Context: an optimization exercise on an open-source flow, tuned for small area and a short achievable clock period. The choices shown serve that exercise and are no tape-out recipe.
Function was checked by simulation only, so behaviour that the tests miss may differ from the original.
Power and IR drop assume default switching activity.

==> v37: inputs <==
==> flow/design.v (excerpt) <==
module Vr_HW2(CLK, RST, IMEM_ADDR, IMEM_DATA, DMEM_ADDR, DMEM_RE, DMEM_WE, DMEM_WDATA, DMEM_RDATA);
  input CLK, RST;
  output [31:0] IMEM_ADDR;
  input  [31:0] IMEM_DATA;
  output [31:0] DMEM_ADDR;
  output DMEM_RE;
  output DMEM_WE;
  output [31:0] DMEM_WDATA;
  input  [31:0] DMEM_RDATA;
  wire [31:0] inst = IMEM_DATA;
  wire [5:0] op = inst[31:26];
  wire [4:0] rs = inst[25:21];
  wire [4:0] rt = inst[20:16];
  wire [4:0] rd = inst[15:11];
  wire [15:0] imm = inst[15:0];
  wire is_r   = (op == 6'b000000);
  wire is_lw  = (op == 6'b100011);
  wire is_sw  = (op == 6'b101011);
  wire is_beq = (op == 6'b000100);
  wire alu_sub = (is_r & (inst[5:0] == 6'b100010)) | is_beq;
  wire reg_write = is_r | is_lw;
  wire [4:0] wr = is_r ? rd : rt;
  reg [31:2] pc;
  assign IMEM_ADDR = {pc, 2'b00};
  reg [31:0] regs [0:31];
  wire [31:0] sel1, sel2, we_dec;
  wire [31:0] rd1, rd2;
  wire [95:0] rd1_h, rd2_h;  
  Vr_HW2_N_to_S_dec u_dec1 (.A(rs), .Y(sel1));
  Vr_HW2_N_to_S_dec u_dec2 (.A(rt), .Y(sel2));
  wire rst_n;
  Vr_HW2_inv u_rstn (.A(RST), .Y(rst_n));
  Vr_HW2_wdec u_decw (.A(wr), .EN(reg_write), .RSTN(rst_n), .Y(we_dec));  
  genvar i, k;
  generate
    for (i = 0; i < 32; i = i + 1) begin : g_rd
      wire [31:0] col;
      for (k = 0; k < 32; k = k + 1) begin : g_col
        assign col[k] = regs[k][i];
      end
      Vr_HW2_MUX_S_sel_M_bits u_rd1 (.SEL(sel1), .A(col), .H(rd1_h[3*i +: 3]));
      Vr_HW2_MUX_S_sel_M_bits u_rd2 (.SEL(sel2), .A(col), .H(rd2_h[3*i +: 3]));
      Vr_HW2_or3 u_or1 (.A(rd1_h[3*i +: 3]), .Y(rd1[i]));
      Vr_HW2_or3 u_or2 (.A(rd2_h[3*i +: 3]), .Y(rd2[i]));
    end
  endgenerate
  Vr_HW2_ripple_adder_M_bits u_addr (.A(rd1), .AH(rd1_h), .B({{16{imm[15]}}, imm}), .S(DMEM_ADDR));
  assign DMEM_RE    = is_lw;
  ...
Settings: LEC_CHECK=0, CAP_MARGIN=20, CORE_MARGIN=2, CORE_UTILIZATION=55, CTS_BUF_LIST=sky130_fd_sc_hd__clkbuf_8, CTS_CLUSTER_DIAMETER=100, CTS_CLUSTER_SIZE=14, SLEW_MARGIN=20, SYNTH_HIERARCHICAL=1; clock period 25.0 ns.
standard.sh (not shown) runs the stock make flow with config.mk's settings and CLKGATE_MAP_FILE= SYNTH_SCRIPT=/design/flow/synth_recipe.tcl, a recipe that flattens the netlist after the stock synthesis.
==> flow/flow/run.sh <==
#!/bin/bash
# The standard ORFS layout (standard.sh) with these changes:
#  - before floorplanning, flow/downsize.tcl sets combinational cells to
#    drive strength 1 (synthesis sizes each small module on its own);
#  - timing repair aims past the required slack (SETUP_SLACK_MARGIN) and may
#    change a cell's footprint;
#  - plain buffers (buf_2) on the ports.
# Each tool's log is under orfs/logs/; make's output is in flow_make.log.
set -euo pipefail
bash standard.sh MATCH_CELL_FOOTPRINT=0 SETUP_SLACK_MARGIN=12 TNS_END_PERCENT=0 \
  "PRE_FLOORPLAN_TCL=$PWD/flow/downsize.tcl" \
  "BUFFER_PORTS_ARGS=-buffer_cell sky130_fd_sc_hd__buf_2" finish > flow_make.log 2>&1
==> flow/flow/downsize.tcl <==
# Before floorplanning: set every combinational cell to its smallest drive
# strength (_1) of the same function; timing repair upsizes where needed.
set db [ord::get_db]
set n 0
foreach inst [[ord::get_db_block] getInsts] {
  set m [[$inst getMaster] getName]
  if { [regexp {^(sky130_fd_sc_hd__([a-z0-9]+))_([0-9]+)$} $m -> base fn sz] } {
    if { $sz > 1 && ![string match "*df*" $fn] && ![string match "*dl*" $fn] && ![string match "conb" $fn] } {
      set small [$db findMaster ${base}_1]
      if { $small != "NULL" } {
        $inst swapMaster $small
        incr n
      }
    }
  }
}
puts "downsize.tcl: set $n cells to drive strength 1"
==> v31 (differences from v37) <==
- CORE_UTILIZATION: 55 -> 45
- CTS_BUF_LIST: sky130_fd_sc_hd__clkbuf_8 -> unset
- CTS_CLUSTER_DIAMETER: 100 -> 60
- CTS_CLUSTER_SIZE: 14 -> 30
==> run summary <==
Synthesized cell count is the same in v31 and v37. Critical path depth is the same in v37 and v31. Between v31 and v37, the lower die area is in v37 (gap about 22%, measured against v37). Of v31 and v37, v37 has the higher register-to-register slack (gap 0.67 ns). Against v31, the sequential share of layout area of v37 is higher by 2.1 points. Of v37 and v31, v31 has the higher non-clock buffer count (gap 1). Between v37 and v31, the lower cell count is in v37 (gap about 7%, measured against v31). Design area: v37 is smaller than v31 (about 3.6%).
==> figures <==
metric                                                                         v37             v31
Outcome                                                             finished clean  finished clean
Met3 track demand over resource                                              10.4%           7.37%
Wire length on met2                                                        73.5 mm         81.5 mm
Reg-to-reg slack, setup                                                   17.90 ns        17.23 ns
Diodes inserted                                                                  1               6
Leakage power total                                                        18.4 nW         19.2 nW
Initial antenna violation count                                                  2              10
Fin cells                                                                     4651            4997
Met1 Resource Use GR                                                         55.8%           47.7%
Clock Buffer Count                                                              85              84
Nets@finish                                                                   3623            3621
Max Clk Rate                                                            0.0746 GHz      0.0740 GHz
Crit-path slowest cell                                                     o21ai_2         xnor2_1
Tap cells                                                                     1080            1368
Global-route wire length before repair                                      243 mm          257 mm
Source-to-sink clock delay at the later pin of the worst-skew pair         0.77 ns         0.71 ns
Global-route met2 utilization                                                57.6%           51.9%
Placement Rows                                                                 106             117

what the ideal ports hide:
How much do the figures lean on ideal ports? The routed layouts below were timed once more, with nothing changed but the port constraints.
Step 1: set_driving_cell puts a clkbuf_16 on CLK and a buf_2 on each other input, an assumption about the parent block.
Step 2 times the ports against the registers' clock, not the clock port: input delays grow and output delays shrink by t, the midpoint of the rising clock arrivals with the driver on.
Three values: ideal ports, drivers, drivers and shift; two values: the first two.
| run | shift t [ns] | setup WS [ns] | latest minus earliest clock arrival (ns) |
|---|---|---|---|
| v37 | 0.809 | 11.594 / 11.501 / 11.501 | 0.058 / 0.058 |
| v31 | 0.752 | 11.479 / 11.405 / 11.120 | 0.051 / 0.051 |
After both steps every run listed still meets setup and hold. For v31, which loses most, drivers alone change the setup slack by -0.074 ns; drivers and shift together by -0.359 ns.
